Background: an optimization exercise with open tools, aiming at small area and a short achievable clock period. Do not read the settings as production practice. Only simulation tests tie the RTL to the original design; equivalence was not proved. Power is estimated from default activity; no workload was simulated.

`config.mk`:
```
export PLATFORM = sky130hd
export DESIGN_NAME = mini_cnn
export DESIGN_NICKNAME = mini_cnn
export VERILOG_FILES = /design/flow/design.v
export SDC_FILE = /design/flow/constraint.sdc
export NUM_CORES = 4
export LEC_CHECK = 0
export CAP_MARGIN = 20
export CORE_MARGIN = 2
export CORE_UTILIZATION = 40
export SLEW_MARGIN = 20
export SYNTH_HIERARCHICAL = 1
export SYNTH_MINIMUM_KEEP_SIZE = 0
```
`constraint.sdc`:
```
create_clock -name core_clock -period 13.0 [get_ports {clk}]
set_input_delay 2.6000 -clock core_clock [delete_from_list [all_inputs] [get_ports {clk}]]
set_output_delay 2.6000 -clock core_clock [all_outputs]
set_load 0.01 [all_outputs]
```
`design.v`:
```
module csa_fa (
    input  a, b, c,
    output s, co
);
    assign s = a ^ b ^ c;
    assign co = (a & b) | (a & c) | (b & c);
endmodule
`timescale 1ns / 1ps
module mini_cnn (
    input         clk,
    input         reset,
    input  [7:0]  pxl_in,
    input  [7:0]  k00, k01, k02,
    input  [7:0]  k10, k11, k12,
    input  [7:0]  k20, k21, k22,
    input  [15:0] w0, w1, w2, w3,
    input  [15:0] bias,
    output [15:0] pool_out,
    output [15:0] fc_out,
    output reg    out_valid
);
    reg [4:0] ph;       
    reg       full;     
    always @(posedge clk or posedge reset) begin
        if (reset) begin
            ph <= 5'd24;
            full <= 1'b0;
            out_valid <= 1'b0;
        end else begin
            ph <= (ph == 5'd24) ? 5'd0 : ph + 5'd1;
            if (ph == 5'd23) full <= 1'b1;
            out_valid <= full & ((ph == 5'd1) | (ph == 5'd13));
        end
    end
    reg [5:0] tsel;    
    reg [2:0] bsel;    
    always @(*) begin
        case (ph)
            5'd0: begin tsel = 6'b010000; bsel = 3'b001; end
            5'd1: begin tsel = 6'b010000; bsel = 3'b010; end
            5'd2: begin tsel = 6'b010000; bsel = 3'b100; end
            5'd3: begin tsel = 6'b010000; bsel = 3'b001; end
            5'd4: begin tsel = 6'b010000; bsel = 3'b010; end
            5'd5: begin tsel = 6'b010000; bsel = 3'b100; end
            5'd6: begin tsel = 6'b100000; bsel = 3'b001; end
            5'd7: begin tsel = 6'b100000; bsel = 3'b010; end
            5'd8: begin tsel = 6'b100000; bsel = 3'b100; end
            5'd9: begin tsel = 6'b000000; bsel = 3'b000; end
            5'd10: begin tsel = 6'b000001; bsel = 3'b001; end
            5'd11: begin tsel = 6'b000001; bsel = 3'b010; end
            5'd12: begin tsel = 6'b000001; bsel = 3'b100; end
            5'd13: begin tsel = 6'b000010; bsel = 3'b001; end
            5'd14: begin tsel = 6'b000010; bsel = 3'b010; end
            5'd15: begin tsel = 6'b000010; bsel = 3'b100; end
            5'd16: begin tsel = 6'b000100; bsel = 3'b001; end
            5'd17: begin tsel = 6'b000100; bsel = 3'b010; end
            5'd18: begin tsel = 6'b000100; bsel = 3'b100; end
            5'd19: begin tsel = 6'b000100; bsel = 3'b001; end
            5'd20: begin tsel = 6'b000100; bsel = 3'b010; end
            5'd21: begin tsel = 6'b000100; bsel = 3'b100; end
            5'd22: begin tsel = 6'b001000; bsel = 3'b001; end
            5'd23: begin tsel = 6'b001000; bsel = 3'b010; end
            5'd24: begin tsel = 6'b001000; bsel = 3'b100; end
            default: begin tsel = 6'b000000; bsel = 3'b000; end
        endcase
    end
    reg [7:0] sr [1:21];
    integer i;
    always @(posedge clk) begin
        sr[1] <= pxl_in;
        for (i = 2; i <= 21; i = i + 1) sr[i] <= sr[i-1];
    end
    reg [7:0] pa0, pa1, pa2;
    reg [7:0] ka0, ka1, ka2;
    wire [7:0] psel0 = ({8{tsel[0]}} & sr[11]) | ({8{tsel[1]}} & sr[13]) | ({8{tsel[2]}} & sr[15]) | ({8{tsel[3]}} & sr[17]) | ({8{tsel[4]}} & sr[19]) | ({8{tsel[5]}} & sr[21]);
    wire [7:0] ksel0 = ({8{bsel[0]}} & k00) | ({8{bsel[1]}} & k01) | ({8{bsel[2]}} & k02);
    wire [7:0] psel1 = ({8{tsel[0]}} & sr[6]) | ({8{tsel[1]}} & sr[8]) | ({8{tsel[2]}} & sr[10]) | ({8{tsel[3]}} & sr[12]) | ({8{tsel[4]}} & sr[14]) | ({8{tsel[5]}} & sr[16]);
    wire [7:0] ksel1 = ({8{bsel[0]}} & k10) | ({8{bsel[1]}} & k11) | ({8{bsel[2]}} & k12);
    wire [7:0] psel2 = ({8{tsel[0]}} & sr[1]) | ({8{tsel[1]}} & sr[3]) | ({8{tsel[2]}} & sr[5]) | ({8{tsel[3]}} & sr[7]) | ({8{tsel[4]}} & sr[9]) | ({8{tsel[5]}} & sr[11]);
    wire [7:0] ksel2 = ({8{bsel[0]}} & k20) | ({8{bsel[1]}} & k21) | ({8{bsel[2]}} & k22);
    reg initB;
    always @(posedge clk) begin
        pa0 <= psel0; pa1 <= psel1; pa2 <= psel2;
        ka0 <= ksel0; ka1 <= ksel1; ka2 <= ksel2;
        initB <= bsel[0];
    end
    reg [15:0] nacc_s, nacc_c;    
    wire pp0_0_0 = ~(pa0[0] & ka0[0]);
    wire pp0_0_1 = ~(pa0[0] & ka0[1]);
    wire pp0_0_2 = ~(pa0[0] & ka0[2]);
    wire pp0_0_3 = ~(pa0[0] & ka0[3]);
    wire pp0_0_4 = ~(pa0[0] & ka0[4]);
    wire pp0_0_5 = ~(pa0[0] & ka0[5]);
    wire pp0_0_6 = ~(pa0[0] & ka0[6]);
    wire pp0_0_7 = ~(pa0[0] & ka0[7]);
    wire pp0_1_0 = ~(pa0[1] & ka0[0]);
    wire pp0_1_1 = ~(pa0[1] & ka0[1]);
    wire pp0_1_2 = ~(pa0[1] & ka0[2]);
    wire pp0_1_3 = ~(pa0[1] & ka0[3]);
    wire pp0_1_4 = ~(pa0[1] & ka0[4]);
    wire pp0_1_5 = ~(pa0[1] & ka0[5]);
    wire pp0_1_6 = ~(pa0[1] & ka0[6]);
    wire pp0_1_7 = ~(pa0[1] & ka0[7]);
    wire pp0_2_0 = ~(pa0[2] & ka0[0]);
    wire pp0_2_1 = ~(pa0[2] & ka0[1]);
    wire pp0_2_2 = ~(pa0[2] & ka0[2]);
    wire pp0_2_3 = ~(pa0[2] & ka0[3]);
    wire pp0_2_4 = ~(pa0[2] & ka0[4]);
    wire pp0_2_5 = ~(pa0[2] & ka0[5]);
    wire pp0_2_6 = ~(pa0[2] & ka0[6]);
    wire pp0_2_7 = ~(pa0[2] & ka0[7]);
    wire pp0_3_0 = ~(pa0[3] & ka0[0]);
    wire pp0_3_1 = ~(pa0[3] & ka0[1]);
    wire pp0_3_2 = ~(pa0[3] & ka0[2]);
    wire pp0_3_3 = ~(pa0[3] & ka0[3]);
    wire pp0_3_4 = ~(pa0[3] & ka0[4]);
    wire pp0_3_5 = ~(pa0[3] & ka0[5]);
    wire pp0_3_6 = ~(pa0[3] & ka0[6]);
    wire pp0_3_7 = ~(pa0[3] & ka0[7]);
    wire pp0_4_0 = ~(pa0[4] & ka0[0]);
    wire pp0_4_1 = ~(pa0[4] & ka0[1]);
    wire pp0_4_2 = ~(pa0[4] & ka0[2]);
    wire pp0_4_3 = ~(pa0[4] & ka0[3]);
    wire pp0_4_4 = ~(pa0[4] & ka0[4]);
    wire pp0_4_5 = ~(pa0[4] & ka0[5]);
    wire pp0_4_6 = ~(pa0[4] & ka0[6]);
    wire pp0_4_7 = ~(pa0[4] & ka0[7]);
    wire pp0_5_0 = ~(pa0[5] & ka0[0]);
    wire pp0_5_1 = ~(pa0[5] & ka0[1]);
    wire pp0_5_2 = ~(pa0[5] & ka0[2]);
    wire pp0_5_3 = ~(pa0[5] & ka0[3]);
    wire pp0_5_4 = ~(pa0[5] & ka0[4]);
    wire pp0_5_5 = ~(pa0[5] & ka0[5]);
    wire pp0_5_6 = ~(pa0[5] & ka0[6]);
    wire pp0_5_7 = ~(pa0[5] & ka0[7]);
    wire pp0_6_0 = ~(pa0[6] & ka0[0]);
    wire pp0_6_1 = ~(pa0[6] & ka0[1]);
    wire pp0_6_2 = ~(pa0[6] & ka0[2]);
    wire pp0_6_3 = ~(pa0[6] & ka0[3]);
    wire pp0_6_4 = ~(pa0[6] & ka0[4]);
    wire pp0_6_5 = ~(pa0[6] & ka0[5]);
    wire pp0_6_6 = ~(pa0[6] & ka0[6]);
    wire pp0_6_7 = ~(pa0[6] & ka0[7]);
    wire pp0_7_0 = ~(pa0[7] & ka0[0]);
    wire pp0_7_1 = ~(pa0[7] & ka0[1]);
    wire pp0_7_2 = ~(pa0[7] & ka0[2]);
    wire pp0_7_3 = ~(pa0[7] & ka0[3]);
    wire pp0_7_4 = ~(pa0[7] & ka0[4]);
    wire pp0_7_5 = ~(pa0[7] & ka0[5]);
    wire pp0_7_6 = ~(pa0[7] & ka0[6]);
    wire pp0_7_7 = ~(pa0[7] & ka0[7]);
    wire pp1_0_0 = ~(pa1[0] & ka1[0]);
    wire pp1_0_1 = ~(pa1[0] & ka1[1]);
    wire pp1_0_2 = ~(pa1[0] & ka1[2]);
    wire pp1_0_3 = ~(pa1[0] & ka1[3]);
    wire pp1_0_4 = ~(pa1[0] & ka1[4]);
    wire pp1_0_5 = ~(pa1[0] & ka1[5]);
    wire pp1_0_6 = ~(pa1[0] & ka1[6]);
    wire pp1_0_7 = ~(pa1[0] & ka1[7]);
    wire pp1_1_0 = ~(pa1[1] & ka1[0]);
    wire pp1_1_1 = ~(pa1[1] & ka1[1]);
    wire pp1_1_2 = ~(pa1[1] & ka1[2]);
    wire pp1_1_3 = ~(pa1[1] & ka1[3]);
    wire pp1_1_4 = ~(pa1[1] & ka1[4]);
    wire pp1_1_5 = ~(pa1[1] & ka1[5]);
    wire pp1_1_6 = ~(pa1[1] & ka1[6]);
    wire pp1_1_7 = ~(pa1[1] & ka1[7]);
    wire pp1_2_0 = ~(pa1[2] & ka1[0]);
    wire pp1_2_1 = ~(pa1[2] & ka1[1]);
    wire pp1_2_2 = ~(pa1[2] & ka1[2]);
    wire pp1_2_3 = ~(pa1[2] & ka1[3]);
    wire pp1_2_4 = ~(pa1[2] & ka1[4]);
    wire pp1_2_5 = ~(pa1[2] & ka1[5]);
    wire pp1_2_6 = ~(pa1[2] & ka1[6]);
    wire pp1_2_7 = ~(pa1[2] & ka1[7]);
    wire pp1_3_0 = ~(pa1[3] & ka1[0]);
    wire pp1_3_1 = ~(pa1[3] & ka1[1]);
    wire pp1_3_2 = ~(pa1[3] & ka1[2]);
    wire pp1_3_3 = ~(pa1[3] & ka1[3]);
    wire pp1_3_4 = ~(pa1[3] & ka1[4]);
    wire pp1_3_5 = ~(pa1[3] & ka1[5]);
    wire pp1_3_6 = ~(pa1[3] & ka1[6]);
    wire pp1_3_7 = ~(pa1[3] & ka1[7]);
    wire pp1_4_0 = ~(pa1[4] & ka1[0]);
    wire pp1_4_1 = ~(pa1[4] & ka1[1]);
    wire pp1_4_2 = ~(pa1[4] & ka1[2]);
    wire pp1_4_3 = ~(pa1[4] & ka1[3]);
    wire pp1_4_4 = ~(pa1[4] & ka1[4]);
    wire pp1_4_5 = ~(pa1[4] & ka1[5]);
    wire pp1_4_6 = ~(pa1[4] & ka1[6]);
    wire pp1_4_7 = ~(pa1[4] & ka1[7]);
    wire pp1_5_0 = ~(pa1[5] & ka1[0]);
    wire pp1_5_1 = ~(pa1[5] & ka1[1]);
    wire pp1_5_2 = ~(pa1[5] & ka1[2]);
    wire pp1_5_3 = ~(pa1[5] & ka1[3]);
    wire pp1_5_4 = ~(pa1[5] & ka1[4]);
    wire pp1_5_5 = ~(pa1[5] & ka1[5]);
    wire pp1_5_6 = ~(pa1[5] & ka1[6]);
    wire pp1_5_7 = ~(pa1[5] & ka1[7]);
    wire pp1_6_0 = ~(pa1[6] & ka1[0]);
    wire pp1_6_1 = ~(pa1[6] & ka1[1]);
    wire pp1_6_2 = ~(pa1[6] & ka1[2]);
    wire pp1_6_3 = ~(pa1[6] & ka1[3]);
    wire pp1_6_4 = ~(pa1[6] & ka1[4]);
    wire pp1_6_5 = ~(pa1[6] & ka1[5]);
    wire pp1_6_6 = ~(pa1[6] & ka1[6]);
    wire pp1_6_7 = ~(pa1[6] & ka1[7]);
    wire pp1_7_0 = ~(pa1[7] & ka1[0]);
    wire pp1_7_1 = ~(pa1[7] & ka1[1]);
    wire pp1_7_2 = ~(pa1[7] & ka1[2]);
    wire pp1_7_3 = ~(pa1[7] & ka1[3]);
    wire pp1_7_4 = ~(pa1[7] & ka1[4]);
    wire pp1_7_5 = ~(pa1[7] & ka1[5]);
    wire pp1_7_6 = ~(pa1[7] & ka1[6]);
    wire pp1_7_7 = ~(pa1[7] & ka1[7]);
    wire pp2_0_0 = ~(pa2[0] & ka2[0]);
    wire pp2_0_1 = ~(pa2[0] & ka2[1]);
    wire pp2_0_2 = ~(pa2[0] & ka2[2]);
    wire pp2_0_3 = ~(pa2[0] & ka2[3]);
    wire pp2_0_4 = ~(pa2[0] & ka2[4]);
    wire pp2_0_5 = ~(pa2[0] & ka2[5]);
    wire pp2_0_6 = ~(pa2[0] & ka2[6]);
    wire pp2_0_7 = ~(pa2[0] & ka2[7]);
    wire pp2_1_0 = ~(pa2[1] & ka2[0]);
    wire pp2_1_1 = ~(pa2[1] & ka2[1]);
    wire pp2_1_2 = ~(pa2[1] & ka2[2]);
    wire pp2_1_3 = ~(pa2[1] & ka2[3]);
    wire pp2_1_4 = ~(pa2[1] & ka2[4]);
    wire pp2_1_5 = ~(pa2[1] & ka2[5]);
    wire pp2_1_6 = ~(pa2[1] & ka2[6]);
    wire pp2_1_7 = ~(pa2[1] & ka2[7]);
    wire pp2_2_0 = ~(pa2[2] & ka2[0]);
    wire pp2_2_1 = ~(pa2[2] & ka2[1]);
    wire pp2_2_2 = ~(pa2[2] & ka2[2]);
    wire pp2_2_3 = ~(pa2[2] & ka2[3]);
    wire pp2_2_4 = ~(pa2[2] & ka2[4]);
    wire pp2_2_5 = ~(pa2[2] & ka2[5]);
    wire pp2_2_6 = ~(pa2[2] & ka2[6]);
    wire pp2_2_7 = ~(pa2[2] & ka2[7]);
    wire pp2_3_0 = ~(pa2[3] & ka2[0]);
    wire pp2_3_1 = ~(pa2[3] & ka2[1]);
    wire pp2_3_2 = ~(pa2[3] & ka2[2]);
    wire pp2_3_3 = ~(pa2[3] & ka2[3]);
    wire pp2_3_4 = ~(pa2[3] & ka2[4]);
    wire pp2_3_5 = ~(pa2[3] & ka2[5]);
    wire pp2_3_6 = ~(pa2[3] & ka2[6]);
    wire pp2_3_7 = ~(pa2[3] & ka2[7]);
    wire pp2_4_0 = ~(pa2[4] & ka2[0]);
    wire pp2_4_1 = ~(pa2[4] & ka2[1]);
    wire pp2_4_2 = ~(pa2[4] & ka2[2]);
    wire pp2_4_3 = ~(pa2[4] & ka2[3]);
    wire pp2_4_4 = ~(pa2[4] & ka2[4]);
    wire pp2_4_5 = ~(pa2[4] & ka2[5]);
    wire pp2_4_6 = ~(pa2[4] & ka2[6]);
    wire pp2_4_7 = ~(pa2[4] & ka2[7]);
    wire pp2_5_0 = ~(pa2[5] & ka2[0]);
    wire pp2_5_1 = ~(pa2[5] & ka2[1]);
    wire pp2_5_2 = ~(pa2[5] & ka2[2]);
    wire pp2_5_3 = ~(pa2[5] & ka2[3]);
    wire pp2_5_4 = ~(pa2[5] & ka2[4]);
    wire pp2_5_5 = ~(pa2[5] & ka2[5]);
    wire pp2_5_6 = ~(pa2[5] & ka2[6]);
    wire pp2_5_7 = ~(pa2[5] & ka2[7]);
    wire pp2_6_0 = ~(pa2[6] & ka2[0]);
    wire pp2_6_1 = ~(pa2[6] & ka2[1]);
    wire pp2_6_2 = ~(pa2[6] & ka2[2]);
    wire pp2_6_3 = ~(pa2[6] & ka2[3]);
    wire pp2_6_4 = ~(pa2[6] & ka2[4]);
    wire pp2_6_5 = ~(pa2[6] & ka2[5]);
    wire pp2_6_6 = ~(pa2[6] & ka2[6]);
    wire pp2_6_7 = ~(pa2[6] & ka2[7]);
    wire pp2_7_0 = ~(pa2[7] & ka2[0]);
    wire pp2_7_1 = ~(pa2[7] & ka2[1]);
    wire pp2_7_2 = ~(pa2[7] & ka2[2]);
    wire pp2_7_3 = ~(pa2[7] & ka2[3]);
    wire pp2_7_4 = ~(pa2[7] & ka2[4]);
    wire pp2_7_5 = ~(pa2[7] & ka2[5]);
    wire pp2_7_6 = ~(pa2[7] & ka2[6]);
    wire pp2_7_7 = ~(pa2[7] & ka2[7]);
    wire as0 = nacc_s[0] | initB;
    wire ac0 = nacc_c[0] | initB;
    wire as1 = nacc_s[1] | initB;
    wire ac1 = nacc_c[1] | initB;
    wire as2 = nacc_s[2] | initB;
    wire ac2 = nacc_c[2] | initB;
    wire as3 = nacc_s[3] | initB;
    wire ac3 = nacc_c[3] | initB;
    wire as4 = nacc_s[4] | initB;
    wire ac4 = nacc_c[4] | initB;
    wire as5 = nacc_s[5] | initB;
    wire ac5 = nacc_c[5] | initB;
    wire as6 = nacc_s[6] | initB;
    wire ac6 = nacc_c[6] | initB;
    wire as7 = nacc_s[7] | initB;
    wire ac7 = nacc_c[7] | initB;
    wire as8 = nacc_s[8] | initB;
    wire ac8 = nacc_c[8] | initB;
    wire as9 = nacc_s[9] | initB;
    wire ac9 = nacc_c[9] | initB;
    wire as10 = nacc_s[10] | initB;
    wire ac10 = nacc_c[10] | initB;
    wire as11 = nacc_s[11] | initB;
    wire ac11 = nacc_c[11] | initB;
    wire as12 = nacc_s[12] | initB;
    wire ac12 = nacc_c[12] | initB;
    wire as13 = nacc_s[13] | initB;
    wire ac13 = nacc_c[13] | initB;
    wire as14 = nacc_s[14] | initB;
    wire ac14 = nacc_c[14] | initB;
    wire as15 = nacc_s[15] | initB;
    wire ac15 = nacc_c[15] | initB;
    wire cb1, cb2;
    csa_fa u_cb1 (pp0_0_5, pp0_1_4, 1'b1, cb1, cb2);
    wire cb3, cb4;
    csa_fa u_cb3 (pp0_0_6, pp0_1_5, pp0_2_4, cb3, cb4);
    wire cb5, cb6;
    csa_fa u_cb5 (pp0_3_3, pp0_4_2, pp0_5_1, cb5, cb6);
    wire cb7, cb8;
    csa_fa u_cb7 (pp0_6_0, pp1_0_6, 1'b1, cb7, cb8);
    wire cb9, cb10;
    csa_fa u_cb9 (pp0_0_7, pp0_1_6, pp0_2_5, cb9, cb10);
    wire cb11, cb12;
    csa_fa u_cb11 (pp0_3_4, pp0_4_3, pp0_5_2, cb11, cb12);
    wire cb13, cb14;
    csa_fa u_cb13 (pp0_6_1, pp0_7_0, pp1_0_7, cb13, cb14);
    wire cb15, cb16;
    csa_fa u_cb15 (pp1_1_6, pp1_2_5, pp1_3_4, cb15, cb16);
    wire cb17, cb18;
    csa_fa u_cb17 (pp1_4_3, pp1_5_2, pp1_6_1, cb17, cb18);
    wire cb19, cb20;
    csa_fa u_cb19 (pp0_1_7, pp0_2_6, pp0_3_5, cb19, cb20);
    wire cb21, cb22;
    csa_fa u_cb21 (pp0_4_4, pp0_5_3, pp0_6_2, cb21, cb22);
    wire cb23, cb24;
    csa_fa u_cb23 (pp0_7_1, pp1_1_7, pp1_2_6, cb23, cb24);
    wire cb25, cb26;
    csa_fa u_cb25 (pp1_3_5, pp1_4_4, pp1_5_3, cb25, cb26);
    wire cb27, cb28;
    csa_fa u_cb27 (pp1_6_2, pp1_7_1, 1'b1, cb27, cb28);
    wire cb29, cb30;
    csa_fa u_cb29 (pp0_2_7, pp0_3_6, pp0_4_5, cb29, cb30);
    wire cb31, cb32;
    csa_fa u_cb31 (pp0_5_4, pp0_6_3, pp0_7_2, cb31, cb32);
    wire cb33, cb34;
    csa_fa u_cb33 (pp1_2_7, pp1_3_6, pp1_4_5, cb33, cb34);
    wire cb35, cb36;
    csa_fa u_cb35 (pp0_3_7, pp0_4_6, 1'b1, cb35, cb36);
    wire cb37, cb38;
    csa_fa u_cb37 (pp0_0_3, pp0_1_2, 1'b1, cb37, cb38);
    wire cb39, cb40;
    csa_fa u_cb39 (pp0_0_4, pp0_1_3, pp0_2_2, cb39, cb40);
    wire cb41, cb42;
    csa_fa u_cb41 (pp0_3_1, pp0_4_0, pp1_0_4, cb41, cb42);
    wire cb43, cb44;
    csa_fa u_cb43 (pp1_1_3, pp1_2_2, 1'b1, cb43, cb44);
    wire cb45, cb46;
    csa_fa u_cb45 (cb1, pp0_2_3, pp0_3_2, cb45, cb46);
    wire cb47, cb48;
    csa_fa u_cb47 (pp0_4_1, pp0_5_0, pp1_0_5, cb47, cb48);
    wire cb49, cb50;
    csa_fa u_cb49 (pp1_1_4, pp1_2_3, pp1_3_2, cb49, cb50);
    wire cb51, cb52;
    csa_fa u_cb51 (pp1_4_1, pp1_5_0, pp2_0_5, cb51, cb52);
    wire cb53, cb54;
    csa_fa u_cb53 (pp2_1_4, pp2_2_3, 1'b1, cb53, cb54);
    wire cb55, cb56;
    csa_fa u_cb55 (cb3, cb5, cb7, cb55, cb56);
    wire cb57, cb58;
    csa_fa u_cb57 (pp1_1_5, pp1_2_4, pp1_3_3, cb57, cb58);
    wire cb59, cb60;
    csa_fa u_cb59 (pp1_4_2, pp1_5_1, pp1_6_0, cb59, cb60);
    wire cb61, cb62;
    csa_fa u_cb61 (pp2_0_6, pp2_1_5, pp2_2_4, cb61, cb62);
    wire cb63, cb64;
    csa_fa u_cb63 (pp2_3_3, pp2_4_2, pp2_5_1, cb63, cb64);
    wire cb65, cb66;
    csa_fa u_cb65 (pp2_6_0, as6, 1'b1, cb65, cb66);
    wire cb67, cb68;
    csa_fa u_cb67 (cb9, cb11, cb13, cb67, cb68);
    wire cb69, cb70;
    csa_fa u_cb69 (cb15, cb17, pp1_7_0, cb69, cb70);
    wire cb71, cb72;
    csa_fa u_cb71 (pp2_0_7, pp2_1_6, pp2_2_5, cb71, cb72);
    wire cb73, cb74;
    csa_fa u_cb73 (pp2_3_4, pp2_4_3, pp2_5_2, cb73, cb74);
    wire cb75, cb76;
    csa_fa u_cb75 (pp2_6_1, pp2_7_0, as7, cb75, cb76);
    wire cb77, cb78;
    csa_fa u_cb77 (ac7, cb4, cb6, cb77, cb78);
    wire cb79, cb80;
    csa_fa u_cb79 (cb19, cb21, cb23, cb79, cb80);
    wire cb81, cb82;
    csa_fa u_cb81 (cb25, cb27, pp2_1_7, cb81, cb82);
    wire cb83, cb84;
    csa_fa u_cb83 (pp2_2_6, pp2_3_5, pp2_4_4, cb83, cb84);
    wire cb85, cb86;
    csa_fa u_cb85 (pp2_5_3, pp2_6_2, pp2_7_1, cb85, cb86);
    wire cb87, cb88;
    csa_fa u_cb87 (as8, ac8, cb10, cb87, cb88);
    wire cb89, cb90;
    csa_fa u_cb89 (cb12, cb14, cb16, cb89, cb90);
    wire cb91, cb92;
    csa_fa u_cb91 (cb29, cb31, cb33, cb91, cb92);
    wire cb93, cb94;
    csa_fa u_cb93 (pp1_5_4, pp1_6_3, pp1_7_2, cb93, cb94);
    wire cb95, cb96;
    csa_fa u_cb95 (pp2_2_7, pp2_3_6, pp2_4_5, cb95, cb96);
    wire cb97, cb98;
    csa_fa u_cb97 (pp2_5_4, pp2_6_3, pp2_7_2, cb97, cb98);
    wire cb99, cb100;
    csa_fa u_cb99 (as9, ac9, cb20, cb99, cb100);
    wire cb101, cb102;
    csa_fa u_cb101 (cb22, cb24, cb26, cb101, cb102);
    wire cb103, cb104;
    csa_fa u_cb103 (cb35, pp0_5_5, pp0_6_4, cb103, cb104);
    wire cb105, cb106;
    csa_fa u_cb105 (pp0_7_3, pp1_3_7, pp1_4_6, cb105, cb106);
    wire cb107, cb108;
    csa_fa u_cb107 (pp1_5_5, pp1_6_4, pp1_7_3, cb107, cb108);
    wire cb109, cb110;
    csa_fa u_cb109 (pp2_3_7, pp2_4_6, pp2_5_5, cb109, cb110);
    wire cb111, cb112;
    csa_fa u_cb111 (pp2_6_4, pp2_7_3, as10, cb111, cb112);
    wire cb113, cb114;
    csa_fa u_cb113 (ac10, cb30, cb32, cb113, cb114);
    wire cb115, cb116;
    csa_fa u_cb115 (pp0_4_7, pp0_5_6, pp0_6_5, cb115, cb116);
    wire cb117, cb118;
    csa_fa u_cb117 (pp0_7_4, pp1_4_7, pp1_5_6, cb117, cb118);
    wire cb119, cb120;
    csa_fa u_cb119 (pp1_6_5, pp1_7_4, pp2_4_7, cb119, cb120);
    wire cb121, cb122;
    csa_fa u_cb121 (pp2_5_6, pp2_6_5, pp2_7_4, cb121, cb122);
    wire cb123, cb124;
    csa_fa u_cb123 (pp0_5_7, pp0_6_6, pp0_7_5, cb123, cb124);
    wire cb125, cb126;
    csa_fa u_cb125 (pp0_0_2, pp0_1_1, pp0_2_0, cb125, cb126);
    wire cb127, cb128;
    csa_fa u_cb127 (cb37, pp0_2_1, pp0_3_0, cb127, cb128);
    wire cb129, cb130;
    csa_fa u_cb129 (pp1_0_3, pp1_1_2, pp1_2_1, cb129, cb130);
    wire cb131, cb132;
    csa_fa u_cb131 (pp1_3_0, pp2_0_3, 1'b1, cb131, cb132);
    wire cb133, cb134;
    csa_fa u_cb133 (cb39, cb41, cb43, cb133, cb134);
    wire cb135, cb136;
    csa_fa u_cb135 (pp1_3_1, pp1_4_0, pp2_0_4, cb135, cb136);
    wire cb137, cb138;
    csa_fa u_cb137 (pp2_1_3, pp2_2_2, pp2_3_1, cb137, cb138);
    wire cb139, cb140;
    csa_fa u_cb139 (pp2_4_0, as4, 1'b1, cb139, cb140);
    wire cb141, cb142;
    csa_fa u_cb141 (cb45, cb47, cb49, cb141, cb142);
    wire cb143, cb144;
    csa_fa u_cb143 (cb51, cb53, pp2_3_2, cb143, cb144);
    wire cb145, cb146;
    csa_fa u_cb145 (pp2_4_1, pp2_5_0, as5, cb145, cb146);
    wire cb147, cb148;
    csa_fa u_cb147 (ac5, cb40, cb42, cb147, cb148);
    wire cb149, cb150;
    csa_fa u_cb149 (cb55, cb57, cb59, cb149, cb150);
    wire cb151, cb152;
    csa_fa u_cb151 (cb61, cb63, cb65, cb151, cb152);
    wire cb153, cb154;
    csa_fa u_cb153 (ac6, cb2, cb46, cb153, cb154);
    wire cb155, cb156;
    csa_fa u_cb155 (cb48, cb50, cb52, cb155, cb156);
    wire cb157, cb158;
    csa_fa u_cb157 (cb67, cb69, cb71, cb157, cb158);
    wire cb159, cb160;
    csa_fa u_cb159 (cb73, cb75, cb77, cb159, cb160);
    wire cb161, cb162;
    csa_fa u_cb161 (cb8, cb56, cb58, cb161, cb162);
    wire cb163, cb164;
    csa_fa u_cb163 (cb60, cb62, cb64, cb163, cb164);
    wire cb165, cb166;
    csa_fa u_cb165 (cb79, cb81, cb83, cb165, cb166);
    wire cb167, cb168;
    csa_fa u_cb167 (cb85, cb87, cb89, cb167, cb168);
    wire cb169, cb170;
    csa_fa u_cb169 (cb18, cb68, cb70, cb169, cb170);
    wire cb171, cb172;
    csa_fa u_cb171 (cb72, cb74, cb76, cb171, cb172);
    wire cb173, cb174;
    csa_fa u_cb173 (cb91, cb93, cb95, cb173, cb174);
    wire cb175, cb176;
    csa_fa u_cb175 (cb97, cb99, cb101, cb175, cb176);
    wire cb177, cb178;
    csa_fa u_cb177 (cb28, cb80, cb82, cb177, cb178);
    wire cb179, cb180;
    csa_fa u_cb179 (cb84, cb86, cb88, cb179, cb180);
    wire cb181, cb182;
    csa_fa u_cb181 (cb103, cb105, cb107, cb181, cb182);
    wire cb183, cb184;
    csa_fa u_cb183 (cb109, cb111, cb113, cb183, cb184);
    wire cb185, cb186;
    csa_fa u_cb185 (cb34, cb92, cb94, cb185, cb186);
    wire cb187, cb188;
    csa_fa u_cb187 (cb96, cb98, cb100, cb187, cb188);
    wire cb189, cb190;
    csa_fa u_cb189 (cb115, cb117, cb119, cb189, cb190);
    wire cb191, cb192;
    csa_fa u_cb191 (cb121, as11, ac11, cb191, cb192);
    wire cb193, cb194;
    csa_fa u_cb193 (cb36, cb104, cb106, cb193, cb194);
    wire cb195, cb196;
    csa_fa u_cb195 (cb108, cb110, cb112, cb195, cb196);
    wire cb197, cb198;
    csa_fa u_cb197 (cb123, pp1_5_7, pp1_6_6, cb197, cb198);
    wire cb199, cb200;
    csa_fa u_cb199 (pp1_7_5, pp2_5_7, pp2_6_6, cb199, cb200);
    wire cb201, cb202;
    csa_fa u_cb201 (pp2_7_5, as12, ac12, cb201, cb202);
    wire cb203, cb204;
    csa_fa u_cb203 (cb116, cb118, cb120, cb203, cb204);
    wire cb205, cb206;
    csa_fa u_cb205 (pp0_6_7, pp0_7_6, pp1_6_7, cb205, cb206);
    wire cb207, cb208;
    csa_fa u_cb207 (pp1_7_6, pp2_6_7, pp2_7_6, cb207, cb208);
    wire cb209, cb210;
    csa_fa u_cb209 (pp0_0_1, pp0_1_0, pp1_0_1, cb209, cb210);
    wire cb211, cb212;
    csa_fa u_cb211 (cb125, pp1_0_2, pp1_1_1, cb211, cb212);
    wire cb213, cb214;
    csa_fa u_cb213 (pp1_2_0, pp2_0_2, pp2_1_1, cb213, cb214);
    wire cb215, cb216;
    csa_fa u_cb215 (cb127, cb129, cb131, cb215, cb216);
    wire cb217, cb218;
    csa_fa u_cb217 (pp2_1_2, pp2_2_1, pp2_3_0, cb217, cb218);
    wire cb219, cb220;
    csa_fa u_cb219 (as3, ac3, 1'b1, cb219, cb220);
    wire cb221, cb222;
    csa_fa u_cb221 (cb133, cb135, cb137, cb221, cb222);
    wire cb223, cb224;
    csa_fa u_cb223 (cb139, ac4, cb38, cb223, cb224);
    wire cb225, cb226;
    csa_fa u_cb225 (cb128, cb130, cb132, cb225, cb226);
    wire cb227, cb228;
    csa_fa u_cb227 (cb141, cb143, cb145, cb227, cb228);
    wire cb229, cb230;
    csa_fa u_cb229 (cb147, cb44, cb134, cb229, cb230);
    wire cb231, cb232;
    csa_fa u_cb231 (cb136, cb138, cb140, cb231, cb232);
    wire cb233, cb234;
    csa_fa u_cb233 (cb149, cb151, cb153, cb233, cb234);
    wire cb235, cb236;
    csa_fa u_cb235 (cb155, cb54, cb142, cb235, cb236);
    wire cb237, cb238;
    csa_fa u_cb237 (cb144, cb146, cb148, cb237, cb238);
    wire cb239, cb240;
    csa_fa u_cb239 (cb157, cb159, cb161, cb239, cb240);
    wire cb241, cb242;
    csa_fa u_cb241 (cb163, cb66, cb150, cb241, cb242);
    wire cb243, cb244;
    csa_fa u_cb243 (cb152, cb154, cb156, cb243, cb244);
    wire cb245, cb246;
    csa_fa u_cb245 (cb165, cb167, cb169, cb245, cb246);
    wire cb247, cb248;
    csa_fa u_cb247 (cb171, cb78, cb158, cb247, cb248);
    wire cb249, cb250;
    csa_fa u_cb249 (cb160, cb162, cb164, cb249, cb250);
    wire cb251, cb252;
    csa_fa u_cb251 (cb173, cb175, cb177, cb251, cb252);
    wire cb253, cb254;
    csa_fa u_cb253 (cb179, cb90, cb166, cb253, cb254);
    wire cb255, cb256;
    csa_fa u_cb255 (cb168, cb170, cb172, cb255, cb256);
    wire cb257, cb258;
    csa_fa u_cb257 (cb181, cb183, cb185, cb257, cb258);
    wire cb259, cb260;
    csa_fa u_cb259 (cb187, cb102, cb174, cb259, cb260);
    wire cb261, cb262;
    csa_fa u_cb261 (cb176, cb178, cb180, cb261, cb262);
    wire cb263, cb264;
    csa_fa u_cb263 (cb189, cb191, cb193, cb263, cb264);
    wire cb265, cb266;
    csa_fa u_cb265 (cb195, cb114, cb182, cb265, cb266);
    wire cb267, cb268;
    csa_fa u_cb267 (cb184, cb186, cb188, cb267, cb268);
    wire cb269, cb270;
    csa_fa u_cb269 (cb197, cb199, cb201, cb269, cb270);
    wire cb271, cb272;
    csa_fa u_cb271 (cb203, cb122, cb190, cb271, cb272);
    wire cb273, cb274;
    csa_fa u_cb273 (cb192, cb194, cb196, cb273, cb274);
    wire cb275, cb276;
    csa_fa u_cb275 (cb205, cb207, as13, cb275, cb276);
    wire cb277, cb278;
    csa_fa u_cb277 (ac13, cb124, cb198, cb277, cb278);
    wire cb279, cb280;
    csa_fa u_cb279 (cb200, cb202, cb204, cb279, cb280);
    wire cb281, cb282;
    csa_fa u_cb281 (pp0_7_7, pp1_7_7, pp2_7_7, cb281, cb282);
    wire cb283, cb284;
    csa_fa u_cb283 (as14, ac14, cb206, cb283, cb284);
    wire cb285, cb286;
    csa_fa u_cb285 (pp0_0_0, pp1_0_0, 1'b1, cb285, cb286);
    wire cb287, cb288;
    csa_fa u_cb287 (cb209, pp1_1_0, pp2_0_1, cb287, cb288);
    wire cb289, cb290;
    csa_fa u_cb289 (pp2_1_0, as1, 1'b1, cb289, cb290);
    wire cb291, cb292;
    csa_fa u_cb291 (cb211, cb213, pp2_2_0, cb291, cb292);
    wire cb293, cb294;
    csa_fa u_cb293 (as2, ac2, cb210, cb293, cb294);
    wire cb295, cb296;
    csa_fa u_cb295 (cb215, cb217, cb219, cb295, cb296);
    wire cb297, cb298;
    csa_fa u_cb297 (cb126, cb212, cb214, cb297, cb298);
    wire cb299, cb300;
    csa_fa u_cb299 (cb221, cb223, cb225, cb299, cb300);
    wire cb301, cb302;
    csa_fa u_cb301 (cb216, cb218, cb220, cb301, cb302);
    wire cb303, cb304;
    csa_fa u_cb303 (cb227, cb229, cb231, cb303, cb304);
    wire cb305, cb306;
    csa_fa u_cb305 (cb222, cb224, cb226, cb305, cb306);
    wire cb307, cb308;
    csa_fa u_cb307 (cb233, cb235, cb237, cb307, cb308);
    wire cb309, cb310;
    csa_fa u_cb309 (cb228, cb230, cb232, cb309, cb310);
    wire cb311, cb312;
    csa_fa u_cb311 (cb239, cb241, cb243, cb311, cb312);
    wire cb313, cb314;
    csa_fa u_cb313 (cb234, cb236, cb238, cb313, cb314);
    wire cb315, cb316;
    csa_fa u_cb315 (cb245, cb247, cb249, cb315, cb316);
    wire cb317, cb318;
    csa_fa u_cb317 (cb240, cb242, cb244, cb317, cb318);
    wire cb319, cb320;
    csa_fa u_cb319 (cb251, cb253, cb255, cb319, cb320);
    wire cb321, cb322;
    csa_fa u_cb321 (cb246, cb248, cb250, cb321, cb322);
    wire cb323, cb324;
    csa_fa u_cb323 (cb257, cb259, cb261, cb323, cb324);
    wire cb325, cb326;
    csa_fa u_cb325 (cb252, cb254, cb256, cb325, cb326);
    wire cb327, cb328;
    csa_fa u_cb327 (cb263, cb265, cb267, cb327, cb328);
    wire cb329, cb330;
    csa_fa u_cb329 (cb258, cb260, cb262, cb329, cb330);
    wire cb331, cb332;
    csa_fa u_cb331 (cb269, cb271, cb273, cb331, cb332);
    wire cb333, cb334;
    csa_fa u_cb333 (cb264, cb266, cb268, cb333, cb334);
    wire cb335, cb336;
    csa_fa u_cb335 (cb275, cb277, cb279, cb335, cb336);
    wire cb337, cb338;
    csa_fa u_cb337 (cb270, cb272, cb274, cb337, cb338);
    wire cb339, cb340;
    csa_fa u_cb339 (cb281, cb283, cb208, cb339, cb340);
    wire cb341, cb342;
    csa_fa u_cb341 (cb276, cb278, cb280, cb341, cb342);
    wire cb343, cb344;
    csa_fa u_cb343 (as15, ac15, cb282, cb343, cb344);
    wire cb345, cb346;
    csa_fa u_cb345 (cb285, pp2_0_0, 1'b1, cb345, cb346);
    wire cb347, cb348;
    csa_fa u_cb347 (cb287, cb289, ac1, cb347, cb348);
    wire cb349, cb350;
    csa_fa u_cb349 (cb291, cb293, cb288, cb349, cb350);
    wire cb351, cb352;
    csa_fa u_cb351 (cb295, cb297, cb292, cb351, cb352);
    wire cb353, cb354;
    csa_fa u_cb353 (cb299, cb301, cb296, cb353, cb354);
    wire cb355, cb356;
    csa_fa u_cb355 (cb303, cb305, cb300, cb355, cb356);
    wire cb357, cb358;
    csa_fa u_cb357 (cb307, cb309, cb304, cb357, cb358);
    wire cb359, cb360;
    csa_fa u_cb359 (cb311, cb313, cb308, cb359, cb360);
    wire cb361, cb362;
    csa_fa u_cb361 (cb315, cb317, cb312, cb361, cb362);
    wire cb363, cb364;
    csa_fa u_cb363 (cb319, cb321, cb316, cb363, cb364);
    wire cb365, cb366;
    csa_fa u_cb365 (cb323, cb325, cb320, cb365, cb366);
    wire cb367, cb368;
    csa_fa u_cb367 (cb327, cb329, cb324, cb367, cb368);
    wire cb369, cb370;
    csa_fa u_cb369 (cb331, cb333, cb328, cb369, cb370);
    wire cb371, cb372;
    csa_fa u_cb371 (cb335, cb337, cb332, cb371, cb372);
    wire cb373, cb374;
    csa_fa u_cb373 (cb339, cb341, cb336, cb373, cb374);
    wire cb375, cb376;
    csa_fa u_cb375 (cb343, cb284, cb340, cb375, cb376);
    wire cb377, cb378;
    csa_fa u_cb377 (cb345, as0, 1'b1, cb377, cb378);
    wire cb379, cb380;
    csa_fa u_cb379 (cb347, cb286, cb346, cb379, cb380);
    wire cb381, cb382;
    csa_fa u_cb381 (cb349, cb290, cb348, cb381, cb382);
    wire cb383, cb384;
    csa_fa u_cb383 (cb351, cb294, cb350, cb383, cb384);
    wire cb385, cb386;
    csa_fa u_cb385 (cb353, cb298, cb352, cb385, cb386);
    wire cb387, cb388;
    csa_fa u_cb387 (cb355, cb302, cb354, cb387, cb388);
    wire cb389, cb390;
    csa_fa u_cb389 (cb357, cb306, cb356, cb389, cb390);
    wire cb391, cb392;
    csa_fa u_cb391 (cb359, cb310, cb358, cb391, cb392);
    wire cb393, cb394;
    csa_fa u_cb393 (cb361, cb314, cb360, cb393, cb394);
    wire cb395, cb396;
    csa_fa u_cb395 (cb363, cb318, cb362, cb395, cb396);
    wire cb397, cb398;
    csa_fa u_cb397 (cb365, cb322, cb364, cb397, cb398);
    wire cb399, cb400;
    csa_fa u_cb399 (cb367, cb326, cb366, cb399, cb400);
    wire cb401, cb402;
    csa_fa u_cb401 (cb369, cb330, cb368, cb401, cb402);
    wire cb403, cb404;
    csa_fa u_cb403 (cb371, cb334, cb370, cb403, cb404);
    wire cb405, cb406;
    csa_fa u_cb405 (cb373, cb338, cb372, cb405, cb406);
    wire cb407, cb408;
    csa_fa u_cb407 (cb375, cb342, cb374, cb407, cb408);
    wire [15:0] nb_s = {cb407, cb405, cb403, cb401, cb399, cb397, cb395, cb393, cb391, cb389, cb387, cb385, cb383, cb381, cb379, cb377};
    wire [15:0] nb_c = {cb406, cb404, cb402, cb400, cb398, cb396, cb394, cb392, cb390, cb388, cb386, cb384, cb382, cb380, cb378, ac0};
    always @(posedge clk) begin
        nacc_s <= nb_s;
        nacc_c <= nb_c;
    end
    wire [15:0] S = ~(nacc_s + nacc_c + 16'd1);
    wire [14:0] relu = S[15] ? 15'd0 : S[14:0];
    reg ld;            
    reg [1:0] widx;    
    always @(*) begin
        case (ph)
            5'd14: begin ld = 1'b1; widx = 2'd0; end
            5'd17: begin ld = 1'b1; widx = 2'd1; end
            5'd20: begin ld = 1'b1; widx = 2'd2; end
            5'd23: begin ld = 1'b1; widx = 2'd3; end
            5'd1: begin ld = 1'b1; widx = 2'd0; end
            5'd4: begin ld = 1'b1; widx = 2'd1; end
            5'd7: begin ld = 1'b1; widx = 2'd2; end
            5'd10: begin ld = 1'b1; widx = 2'd3; end
            default: begin ld = 1'b0; widx = 2'd0; end
        endcase
    end
    wire [15:0] wsel = (widx == 2'd0) ? w0 : (widx == 2'd1) ? w1 : (widx == 2'd2) ? w2 : w3;
    reg [14:0] d;      
    reg [15:0] ws;     
    always @(posedge clk) begin
        d  <= ld ? relu : {5'd0, d[14:5]};
        ws <= ld ? wsel : {ws[10:0], 5'd0};
    end
    reg grp_first;     
    always @(posedge clk) grp_first <= (ph == 5'd14) | (ph == 5'd1);
    wire m_en = (ph == 5'd15) | (ph == 5'd18) | (ph == 5'd21) | (ph == 5'd24) | (ph == 5'd2) | (ph == 5'd5) | (ph == 5'd8) | (ph == 5'd11);
    reg [15:0] bias_r;
    reg [15:0] acc_fc;
    reg [14:0] m;
    wire [15:0] fbase = grp_first ? bias_r : acc_fc;
    wire fb0 = ~fbase[0];
    wire fb1 = ~fbase[1];
    wire fb2 = ~fbase[2];
    wire fb3 = ~fbase[3];
    wire fb4 = ~fbase[4];
    wire fb5 = ~fbase[5];
    wire fb6 = ~fbase[6];
    wire fb7 = ~fbase[7];
    wire fb8 = ~fbase[8];
    wire fb9 = ~fbase[9];
    wire fb10 = ~fbase[10];
    wire fb11 = ~fbase[11];
    wire fb12 = ~fbase[12];
    wire fb13 = ~fbase[13];
    wire fb14 = ~fbase[14];
    wire fb15 = ~fbase[15];
    wire fp0_0 = ~(d[0] & ws[0]);
    wire fp0_1 = ~(d[0] & ws[1]);
    wire fp0_2 = ~(d[0] & ws[2]);
    wire fp0_3 = ~(d[0] & ws[3]);
    wire fp0_4 = ~(d[0] & ws[4]);
    wire fp0_5 = ~(d[0] & ws[5]);
    wire fp0_6 = ~(d[0] & ws[6]);
    wire fp0_7 = ~(d[0] & ws[7]);
    wire fp0_8 = ~(d[0] & ws[8]);
    wire fp0_9 = ~(d[0] & ws[9]);
    wire fp0_10 = ~(d[0] & ws[10]);
    wire fp0_11 = ~(d[0] & ws[11]);
    wire fp0_12 = ~(d[0] & ws[12]);
    wire fp0_13 = ~(d[0] & ws[13]);
    wire fp0_14 = ~(d[0] & ws[14]);
    wire fp0_15 = ~(d[0] & ws[15]);
    wire fp1_1 = ~(d[1] & ws[0]);
    wire fp1_2 = ~(d[1] & ws[1]);
    wire fp1_3 = ~(d[1] & ws[2]);
    wire fp1_4 = ~(d[1] & ws[3]);
    wire fp1_5 = ~(d[1] & ws[4]);
    wire fp1_6 = ~(d[1] & ws[5]);
    wire fp1_7 = ~(d[1] & ws[6]);
    wire fp1_8 = ~(d[1] & ws[7]);
    wire fp1_9 = ~(d[1] & ws[8]);
    wire fp1_10 = ~(d[1] & ws[9]);
    wire fp1_11 = ~(d[1] & ws[10]);
    wire fp1_12 = ~(d[1] & ws[11]);
    wire fp1_13 = ~(d[1] & ws[12]);
    wire fp1_14 = ~(d[1] & ws[13]);
    wire fp1_15 = ~(d[1] & ws[14]);
    wire fp2_2 = ~(d[2] & ws[0]);
    wire fp2_3 = ~(d[2] & ws[1]);
    wire fp2_4 = ~(d[2] & ws[2]);
    wire fp2_5 = ~(d[2] & ws[3]);
    wire fp2_6 = ~(d[2] & ws[4]);
    wire fp2_7 = ~(d[2] & ws[5]);
    wire fp2_8 = ~(d[2] & ws[6]);
    wire fp2_9 = ~(d[2] & ws[7]);
    wire fp2_10 = ~(d[2] & ws[8]);
    wire fp2_11 = ~(d[2] & ws[9]);
    wire fp2_12 = ~(d[2] & ws[10]);
    wire fp2_13 = ~(d[2] & ws[11]);
    wire fp2_14 = ~(d[2] & ws[12]);
    wire fp2_15 = ~(d[2] & ws[13]);
    wire fp3_3 = ~(d[3] & ws[0]);
    wire fp3_4 = ~(d[3] & ws[1]);
    wire fp3_5 = ~(d[3] & ws[2]);
    wire fp3_6 = ~(d[3] & ws[3]);
    wire fp3_7 = ~(d[3] & ws[4]);
    wire fp3_8 = ~(d[3] & ws[5]);
    wire fp3_9 = ~(d[3] & ws[6]);
    wire fp3_10 = ~(d[3] & ws[7]);
    wire fp3_11 = ~(d[3] & ws[8]);
    wire fp3_12 = ~(d[3] & ws[9]);
    wire fp3_13 = ~(d[3] & ws[10]);
    wire fp3_14 = ~(d[3] & ws[11]);
    wire fp3_15 = ~(d[3] & ws[12]);
    wire fp4_4 = ~(d[4] & ws[0]);
    wire fp4_5 = ~(d[4] & ws[1]);
    wire fp4_6 = ~(d[4] & ws[2]);
    wire fp4_7 = ~(d[4] & ws[3]);
    wire fp4_8 = ~(d[4] & ws[4]);
    wire fp4_9 = ~(d[4] & ws[5]);
    wire fp4_10 = ~(d[4] & ws[6]);
    wire fp4_11 = ~(d[4] & ws[7]);
    wire fp4_12 = ~(d[4] & ws[8]);
    wire fp4_13 = ~(d[4] & ws[9]);
    wire fp4_14 = ~(d[4] & ws[10]);
    wire fp4_15 = ~(d[4] & ws[11]);
    wire cf1, cf2;
    csa_fa u_cf1 (fb3, fp0_3, 1'b1, cf1, cf2);
    wire cf3, cf4;
    csa_fa u_cf3 (fb4, fp0_4, fp1_4, cf3, cf4);
    wire cf5, cf6;
    csa_fa u_cf5 (fp2_4, fp3_4, 1'b1, cf5, cf6);
    wire cf7, cf8;
    csa_fa u_cf7 (fb5, fp0_5, fp1_5, cf7, cf8);
    wire cf9, cf10;
    csa_fa u_cf9 (fp2_5, fp3_5, fp4_5, cf9, cf10);
    wire cf11, cf12;
    csa_fa u_cf11 (fb6, fp0_6, fp1_6, cf11, cf12);
    wire cf13, cf14;
    csa_fa u_cf13 (fp2_6, fp3_6, fp4_6, cf13, cf14);
    wire cf15, cf16;
    csa_fa u_cf15 (fb7, fp0_7, fp1_7, cf15, cf16);
    wire cf17, cf18;
    csa_fa u_cf17 (fp2_7, fp3_7, fp4_7, cf17, cf18);
    wire cf19, cf20;
    csa_fa u_cf19 (fb8, fp0_8, fp1_8, cf19, cf20);
    wire cf21, cf22;
    csa_fa u_cf21 (fp2_8, fp3_8, fp4_8, cf21, cf22);
    wire cf23, cf24;
    csa_fa u_cf23 (fb9, fp0_9, fp1_9, cf23, cf24);
    wire cf25, cf26;
    csa_fa u_cf25 (fp2_9, fp3_9, fp4_9, cf25, cf26);
    wire cf27, cf28;
    csa_fa u_cf27 (fb10, fp0_10, fp1_10, cf27, cf28);
    wire cf29, cf30;
    csa_fa u_cf29 (fp2_10, fp3_10, fp4_10, cf29, cf30);
    wire cf31, cf32;
    csa_fa u_cf31 (fb11, fp0_11, fp1_11, cf31, cf32);
    wire cf33, cf34;
    csa_fa u_cf33 (fp2_11, fp3_11, fp4_11, cf33, cf34);
    wire cf35, cf36;
    csa_fa u_cf35 (fb12, fp0_12, fp1_12, cf35, cf36);
    wire cf37, cf38;
    csa_fa u_cf37 (fp2_12, fp3_12, fp4_12, cf37, cf38);
    wire cf39, cf40;
    csa_fa u_cf39 (fb13, fp0_13, fp1_13, cf39, cf40);
    wire cf41, cf42;
    csa_fa u_cf41 (fp2_13, fp3_13, fp4_13, cf41, cf42);
    wire cf43, cf44;
    csa_fa u_cf43 (fb14, fp0_14, fp1_14, cf43, cf44);
    wire cf45, cf46;
    csa_fa u_cf45 (fp2_14, fp3_14, fp4_14, cf45, cf46);
    wire cf47, cf48;
    csa_fa u_cf47 (fb15, fp0_15, fp1_15, cf47, cf48);
    wire cf49, cf50;
    csa_fa u_cf49 (fp2_15, fp3_15, fp4_15, cf49, cf50);
    wire cf51, cf52;
    csa_fa u_cf51 (fb2, fp0_2, 1'b1, cf51, cf52);
    wire cf53, cf54;
    csa_fa u_cf53 (cf1, fp1_3, fp2_3, cf53, cf54);
    wire cf55, cf56;
    csa_fa u_cf55 (cf3, cf5, fp4_4, cf55, cf56);
    wire cf57, cf58;
    csa_fa u_cf57 (cf7, cf9, cf4, cf57, cf58);
    wire cf59, cf60;
    csa_fa u_cf59 (cf11, cf13, cf8, cf59, cf60);
    wire cf61, cf62;
    csa_fa u_cf61 (cf15, cf17, cf12, cf61, cf62);
    wire cf63, cf64;
    csa_fa u_cf63 (cf19, cf21, cf16, cf63, cf64);
    wire cf65, cf66;
    csa_fa u_cf65 (cf23, cf25, cf20, cf65, cf66);
    wire cf67, cf68;
    csa_fa u_cf67 (cf27, cf29, cf24, cf67, cf68);
    wire cf69, cf70;
    csa_fa u_cf69 (cf31, cf33, cf28, cf69, cf70);
    wire cf71, cf72;
    csa_fa u_cf71 (cf35, cf37, cf32, cf71, cf72);
    wire cf73, cf74;
    csa_fa u_cf73 (cf39, cf41, cf36, cf73, cf74);
    wire cf75, cf76;
    csa_fa u_cf75 (cf43, cf45, cf40, cf75, cf76);
    wire cf77, cf78;
    csa_fa u_cf77 (cf47, cf49, cf44, cf77, cf78);
    wire cf79, cf80;
    csa_fa u_cf79 (fb1, fp0_1, 1'b1, cf79, cf80);
    wire cf81, cf82;
    csa_fa u_cf81 (cf51, fp1_2, fp2_2, cf81, cf82);
    wire cf83, cf84;
    csa_fa u_cf83 (cf53, fp3_3, cf52, cf83, cf84);
    wire cf85, cf86;
    csa_fa u_cf85 (cf55, cf2, cf54, cf85, cf86);
    wire cf87, cf88;
    csa_fa u_cf87 (cf57, cf6, cf56, cf87, cf88);
    wire cf89, cf90;
    csa_fa u_cf89 (cf59, cf10, cf58, cf89, cf90);
    wire cf91, cf92;
    csa_fa u_cf91 (cf61, cf14, cf60, cf91, cf92);
    wire cf93, cf94;
    csa_fa u_cf93 (cf63, cf18, cf62, cf93, cf94);
    wire cf95, cf96;
    csa_fa u_cf95 (cf65, cf22, cf64, cf95, cf96);
    wire cf97, cf98;
    csa_fa u_cf97 (cf67, cf26, cf66, cf97, cf98);
    wire cf99, cf100;
    csa_fa u_cf99 (cf69, cf30, cf68, cf99, cf100);
    wire cf101, cf102;
    csa_fa u_cf101 (cf71, cf34, cf70, cf101, cf102);
    wire cf103, cf104;
    csa_fa u_cf103 (cf73, cf38, cf72, cf103, cf104);
    wire cf105, cf106;
    csa_fa u_cf105 (cf75, cf42, cf74, cf105, cf106);
    wire cf107, cf108;
    csa_fa u_cf107 (cf77, cf46, cf76, cf107, cf108);
    wire [15:0] nf = ~({cf107, cf105, cf103, cf101, cf99, cf97, cf95, cf93, cf91, cf89, cf87, cf85, cf83, cf81, cf79, fb0} + {cf106, cf104, cf102, cf100, cf98, cf96, cf94, cf92, cf90, cf88, cf86, cf84, cf82, cf80, fp1_1, fp0_0} + 16'd1);
    always @(posedge clk) begin
        bias_r <= bias;
        acc_fc <= nf;
        if (grp_first | (m_en & (d > m))) m <= d;
    end
    assign pool_out = {1'b0, m};
    assign fc_out = acc_fc;
endmodule
```
`run.sh`:
```
#!/bin/bash
# synth_recipe.tcl (not shown) runs the flow's synth.tcl, then flattens the netlist and writes it again
# the make line also repeats each setting of config.mk as NAME=value (left out here)
make -C /OpenROAD-flow-scripts/flow DESIGN_CONFIG=/design/flow/config.mk WORK_HOME=/design/flow/orfs CLKGATE_MAP_FILE= SYNTH_SCRIPT=/design/flow/synth_recipe.tcl finish
```
==> notes.md, run 1 <==
outcome=timing/DRC/antenna clean; CTS tree=yes; Cell Pwr Density=285 nW/um2; GRT Total Usage=0.197; slowest stage delay, CP=1.02 ns; Data required, critical path=13.42 ns; Met2 Routed Length=20400 um; boundary pin count=195; worst path buffer plus inverter count=0; max-cap violations=0; maximum vdd ir drop=201 uV; Highest Signal Layer=met4; metal3 WL=3210 um; Port-buffer cells=193; Yosys reg bits=335; router iterations before antenna repair=8; Clock Latency Late Sink=0.57 ns; via count=11732; Worst path top cell family by delay=adder cells; ant diodes=0; Syn Inst Count=1533; Final Hold Fails=0; post-DR vias/cell=5.07; fin cells=2312; Slew @ Worst Pin=1.07 ns; Core Area=44100 um2; Clock Path Buffers=3; Slew Limit Fails=0; fraction of layout cells with a size suffix above 1=0.0930; Root Buffer=clkbuf_16; cell mode on critical path=fa_1; Filler cells=4050; post-CTS resize count=0; post-detail-place hpwl=34500 um; EDFF count, synth=15; starting density of the core=0.405; clock slew seen by the registers of the worst setup and hold paths=0.06 ns; pin count of the biggest net entering global routing=53; Cells after DPL=2249; Layout Nets=2169; gr ovfl total=0; WL met1=19900 um; CTS Hold Bufs=0; first-pass GRT wire length=71900 um; Total Negative Setup Slacks=0 ns; Worst Skew=0.0214 ns; Ys Warns=8; Post-Route WL=44400 um; row count=77; Min-Delay Path Class=reg -> reg; Slowest cell on crit path=dfxtp_1; # H-tree levels=2; RSZ-0062 raised after global routing=false; Post-DRT Antenna Nets=0; CP Capture Type=flip-flop; final setup vio count=0; DRC=0; Post-CTS Setup Inserts=0; syn_area_per_cell=11.7 um2; synthesized area=17900 um2; worst hold slack=0.326 ns; ys flop type=dfxtp_1; CTS sink cnt=335; final period utilization=0.387; Tmin final=5.02 ns; LEAKAGE=8.37 nW; crit start category=flip-flop; Die X=215 um; critical-path maximum fanout=17; cell taking the most area after synthesis=dfxtp_1; async set or reset register ratio after synthesis=0.0209; First DRT Iteration DRCs=882; worst-path cell chain=mux2i_1, fa_1, fa_1, fa_1, ha_1, or3_1, o21ai_0, a211oi_1, a41oi_1, o41ai_1, xnor2_1; RD Place Congestion=0.877; initial antenna violation count=0; DR WL/cell=19.2 um; Slew headroom=0.285; Synth top area share=0.351; Crit Path Category=reg -> reg; WP data arrival=5.45 ns; vias in the first global route=12827; Area contributors post-synth=dfxtp_1 (35%), fa_1 (29%), nand2_1 (6.8%), ha_1 (3.6%), a222oi_1 (2.7%); full die area=46400 um2; post-synthesis sequential area ratio=0.386; fmax=199 MHz; area grow syn2layout=20.9%; Distinct cells, synth=69; TritonCTS Buffers=37; die height=215 um
[path summary, 6_finish.rpt]
kind	startpoint	endpoint	slack, ns	cells past startpoint
max in group asynchronous	reset	ph[3]	10.41	2
worst min register to register	sr[4][0]	sr[5][0]	0.33	0
worst min-delay path	sr[4][0]	sr[5][0]	0.33	0
worst max register to register	grp_first	acc_fc[15]	7.98	11
worst max-delay path	grp_first	acc_fc[15]	7.98	11
min in group asynchronous	reset	out_valid	2.31	2
[kinds of logic (layout without fill, tap and decap cells)]
kind of cell | after synthesis | count (layout) | synth area share
muxes | 82 | 82 | 0.0520
buffers and inverters | 153 | 322 | 0.0350
AOI/OAI and AO/OA | 187 | 187 | 0.0822
DFF | 335 | 335 | 0.386
and+or+nand+nor | 432 | 432 | 0.102
xor gates and xnor gates | 31 | 31 | 0.0156
other | 2 | 20 | 0.000420
adders and majority gates | 311 | 311 | 0.327
[Yosys stat by module (local to each module, per instance)]
module,cells inside,copies in the design,cell area (um2),flip-flops and latches
csa_fa,1,258,20.0,0
mini_cnn,1275,1,12700,335
[per-stage QoR]
step / util / cell area (um2) / worst slack [ns] / total power [mW]
final: 0.489 / 21600 / 7.98 / 6.16
after global routing: 0.489 / 21600 / 7.69 / 6.81
after CTS: 0.489 / 21600 / 7.94 / 6.25
after detailed placement: 0.460 / 20300 / 8.00 / 5.16
after global placement: 0.460 / 20300 / 8.29 / 5.02
after floorplan: - / 17900 / 8.50 / 4.20
[layer usage]
metal  global-route usage  vias to the layer above
met3               0.0436                       61
met5                    0                        -
met4               0.0547                        0
met1                0.270                     5861
li1                     -                     5414
met2                0.316                      396
[synthesized netlist by cell type (6+ instances only)]
cell / count
buf_2: 6
mux2_2: 37
inv_1: 56
nor2_1: 22
ha_1: 51
clkbuf_1: 81
nor2b_1: 13
a222oi_1: 48
o21ai_0: 24
nand2b_1: 9
edfxtp_1: 15
o31ai_1: 10
mux2i_1: 40
xor2_1: 11
a22oi_1: 26
dfxtp_1: 313
xnor2_1: 19
nand3_1: 7
or2_2: 32
a211oi_1: 6
nand2_1: 326
a21oi_1: 25
nor3_1: 6
fa_1: 260
[area by class of cell]
class                      instances  area (um2)  share of cell area
sequential                       335        6890               0.319
tap                              592         741              0.0343
timing repair buffer             202        2000              0.0926
multi-input combinational       1063       10500               0.486
inverter                          57         214             0.00991
clock buffer                      49        1030              0.0478
clock inverter                    14         228              0.0105
[cell usage in the layout (no fill, tap or decap), types with 25 or more instances in the layout]
cell / synthesis / layout
clkdlybuf4s50_1: 0 / 193
or2_2: 32 / 32
inv_1: 56 / 56
ha_1: 51 / 51
a222oi_1: 48 / 48
a22oi_1: 26 / 25
fa_1: 260 / 260
dfxtp_1: 313 / 313
mux2_2: 37 / 37
clkbuf_16: 0 / 38
mux2i_1: 40 / 39
nand2_1: 326 / 326
[where the power goes]
part | leakage, nW | switching, mW | internal [mW] | total, mW
Sequential | 2.86 | 0.138 | 1.27 | 1.40
Combinational | 4.90 | 2.00 | 1.70 | 3.69
Clock | 0.606 | 0.436 | 0.627 | 1.06
[sequential cells by signal, summed over array words and instances, names as in the netlist]
signal     count
sr           168
acc_fc        16
bias_r        16
nacc_c        16
nacc_s        16
ws            16
d             15
m             15
ka0            8
ka1            8
ka2            8
pa0            8
pa1            8
pa2            8
ph             5
full           1
grp_first      1
initB          1
out_valid      1
==> inputs of run 2 (changes only) <==
==> flow/run.sh (new file) <==
#!/bin/bash
# Standard ORFS layout, except that the port buffers are the smallest buffer
# (buf_1) instead of the resizer's default choice.
set -uo pipefail
bash standard.sh synth > synth.log 2>&1 || exit 1
bash standard.sh "BUFFER_PORTS_ARGS=-buffer_cell sky130_fd_sc_hd__buf_1" finish > layout.log 2>&1 || exit 1
==> standard.sh (new file) <==
#!/bin/bash
# synth_recipe.tcl (not shown) runs the flow's synth.tcl, then flattens the netlist and writes it again
# the make line also repeats each setting of config.mk as NAME=value (left out here)
make -C /OpenROAD-flow-scripts/flow DESIGN_CONFIG=/design/flow/config.mk WORK_HOME=/design/flow/orfs CLKGATE_MAP_FILE= SYNTH_SCRIPT=/design/flow/synth_recipe.tcl "${@:-finish}"
--- a/config.mk
+++ b/config.mk
@@ -6,8 +6,9 @@
 export NUM_CORES = 4
 export LEC_CHECK = 0
-export CAP_MARGIN = 20
+export CAP_MARGIN = 50
 export CORE_MARGIN = 2
-export CORE_UTILIZATION = 40
-export SLEW_MARGIN = 20
+export CORE_UTILIZATION = 65
+export CTS_BUF_LIST = sky130_fd_sc_hd__clkbuf_4 sky130_fd_sc_hd__clkbuf_8
+export SLEW_MARGIN = 70
 export SYNTH_HIERARCHICAL = 1
 export SYNTH_MINIMUM_KEEP_SIZE = 0
removed: run.sh
==> notes.md, run 2 <==
outcome=timing/DRC/antenna clean (unchanged); RD Place Congestion=0.912 (was 0.877); row count=60 (was 77); boundary pin count=195 (unchanged); Syn Inst Count=1533 (unchanged); WP data arrival=4.88 ns (was 5.45 ns); CTS tree=yes (unchanged); final period utilization=0.339 (was 0.387); Largest Register=sr (unchanged); TritonCTS Buffers=53 (was 37); Ys Warns=8 (unchanged); CP Capture Type=flip-flop (unchanged); Filler cells=1910 (was 4050); Die X=170 um (was 215 um); starting density of the core=0.663 (was 0.405); most common cell in the netlist=nand2_1 (unchanged); router iterations before antenna repair=6 (was 8); async set or reset register ratio after synthesis=0.0209 (unchanged); # H-tree levels=2 (unchanged); Min-Delay Path Class=reg -> reg (unchanged); CTS sink cnt=335 (unchanged); cell taking the most area after synthesis=dfxtp_1 (unchanged); Total Negative Setup Slacks=0 ns (unchanged); Post-Route WL=40400 um (was 44400 um); Root Buffer=clkbuf_8 (was clkbuf_16); synthesized area=17900 um2 (unchanged); Distinct cells, synth=69 (unchanged); WL met1=16800 um (was 19900 um); ant diodes=0 (unchanged); fmax=227 MHz (was 199 MHz); Yosys reg bits=335 (unchanged); Tmin final=4.41 ns (was 5.02 ns); Worst path top cell family by delay=adder cells (unchanged); max-cap violations=0 (unchanged); first-pass GRT wire length=65800 um (was 71900 um); Slew Limit Fails=0 (unchanged); Post-DRT Antenna Nets=0 (unchanged); slowest stage delay, CP=0.59 ns (was 1.02 ns); gr ovfl total=0 (unchanged); Synth top area share=0.351 (unchanged); EDFF count, synth=15 (unchanged); Worst Skew=0.0311 ns (was 0.0214 ns); Area contributors post-synth=dfxtp_1 (35%), fa_1 (29%), nand2_1 (6.8%), ha_1 (3.6%), a222oi_1 (2.7%) (unchanged); Clock Path Buffers=3 (unchanged); initial antenna violation count=0 (unchanged); maximum vdd ir drop=194 uV (was 201 uV); Layout Nets=2193 (was 2169); syn_area_per_cell=11.7 um2 (unchanged); Final Hold Fails=0 (unchanged); GRT Total Usage=0.295 (was 0.197); post-synthesis sequential area ratio=0.386 (unchanged); Slowest cell on crit path=fa_1 (was dfxtp_1); Clock Latency Late Sink=0.61 ns (was 0.57 ns); post-CTS resize count=0 (unchanged); Core Area=27000 um2 (was 44100 um2); metal3 WL=2350 um (was 3210 um); post-detail-place hpwl=31300 um (was 34500 um); worst path buffer plus inverter count=0 (unchanged); clock slew seen by the registers of the worst setup and hold paths=0.07 ns (was 0.06 ns); via count=12052 (was 11732); ys flop type=dfxtp_1 (unchanged); CTS Hold Bufs=0 (unchanged); area grow syn2layout=12.6% (was 20.9%); DR WL/cell=19.3 um (was 19.2 um); most frequent cells in the layout=nand2_1 (326), dfxtp_1 (298), fa_1 (260), buf_1 (193), clkbuf_8 (65) (was nand2_1 (326), dfxtp_1 (313), fa_1 (260), clkdlybuf4s50_1 (193), inv_1 (56)); Post-CTS Setup Inserts=0 (unchanged); Crit Path Category=reg -> reg (unchanged); RSZ-0062 raised after global routing=false (unchanged); full die area=28800 um2 (was 46400 um2); commonest non-fill, non-tap cell in the layout=nand2_1 (unchanged); critical-path maximum fanout=8 (was 17)
run 2: cell counts after synthesis:
No cell type changed its count.
run 2: Yosys stat by module, one instance, submodules excluded:
module,area [um2],copies in the design,cells
mini_cnn,12700,1,1275
csa_fa,20.0,258,1
run 2: report_power, final:
part | internal [mW] | total, mW | switching [mW]
registers | 1.27 | 1.40 | 0.136
logic | 1.65 | 3.66 | 2.01
clock network | 0.499 | 0.907 | 0.409
run 2: worst paths after layout:
check | startpoint | endpoint | slack [ns] | cells past startpoint
setup / recovery | ka1[2] | nacc_s[8] | 8.59 | 8
hold / removal | sr[4][7] | sr[5][7] | 0.32 | 0
setup reg to reg | ka1[2] | nacc_s[8] | 8.59 | 8
hold reg to reg | sr[4][7] | sr[5][7] | 0.32 | 0
max in group asynchronous | reset | ph[3] | 10.85 | 2
min in group asynchronous | reset | full | 1.88 | 2
run 2: through the flow:
step | instance area [um2] | cells | hold slack, ns | utilization | power [mW]
after CTS | 20100 | 2100 | 0.320 | 0.745 | 5.98
after global routing | 20100 | 2100 | 0.323 | 0.746 | 6.65
after floorplan | 17900 | 1551 | 0.310 | - | 4.20
final | 20100 | 2100 | 0.323 | 0.746 | 5.97
after detailed placement | 19000 | 2006 | 0.312 | 0.704 | 5.05
after global placement | 18800 | 1998 | 0.310 | 0.697 | 4.86
run 2: kinds of logic after synthesis:
kind of cell               count (synthesis)  synth area share
and+or+nand+nor                          432             0.102
DFF                                      335             0.386
adders and majority gates                311             0.327
AOI/OAI and AO/OA                        187            0.0822
buffers and inverters                    153            0.0350
muxes                                     82            0.0520
xor gates and xnor gates                  31            0.0156
other                                      2          0.000420
run 2: metal layers:
metal  track usage  vias up
met1         0.384     6017
met3        0.0449       95
met5             0        -
met4         0.106        0
met2         0.507      472
li1              -     5468
run 2: final cells by class:
type	count	area, um2	share of cell area
inverters	57	214	0.0106
well taps	341	427	0.0212
clock buffers	80	1010	0.0501
repair buffers	210	877	0.0436
flip-flops and latches	335	6920	0.344
multi-input cells	1063	10600	0.526
clock inverters	14	93.8	0.00467

==> what the ideal ports hide <==
How much do the figures lean on ideal ports? The routed layouts below were timed once more, with nothing changed but the port constraints.
Step 1 assumes that a clkbuf_16 drives the clock port and a buf_2 every other input.
Step 2, shift: input delay + t, output delay - t, t = (earliest + latest rising clock arrival at the registers) / 2. This alone moves slack from input paths to output paths.
a / b / c = ideal ports / drivers / drivers and shift; a / b = the first two.
run	t, ns	slack for setup (ns)	worst hold slack (ns)	worst register clock-pin slew, ns	cell pins on the clock port's net
run 1	0.617	7.975 / 7.975 / 7.975	0.326 / 0.326 / 0.326	0.06 / 0.06	1
run 2	0.637	8.589 / 8.589 / 8.589	0.323 / 0.323 / 0.323	0.07 / 0.07	1
After both steps every run listed still meets setup and hold.
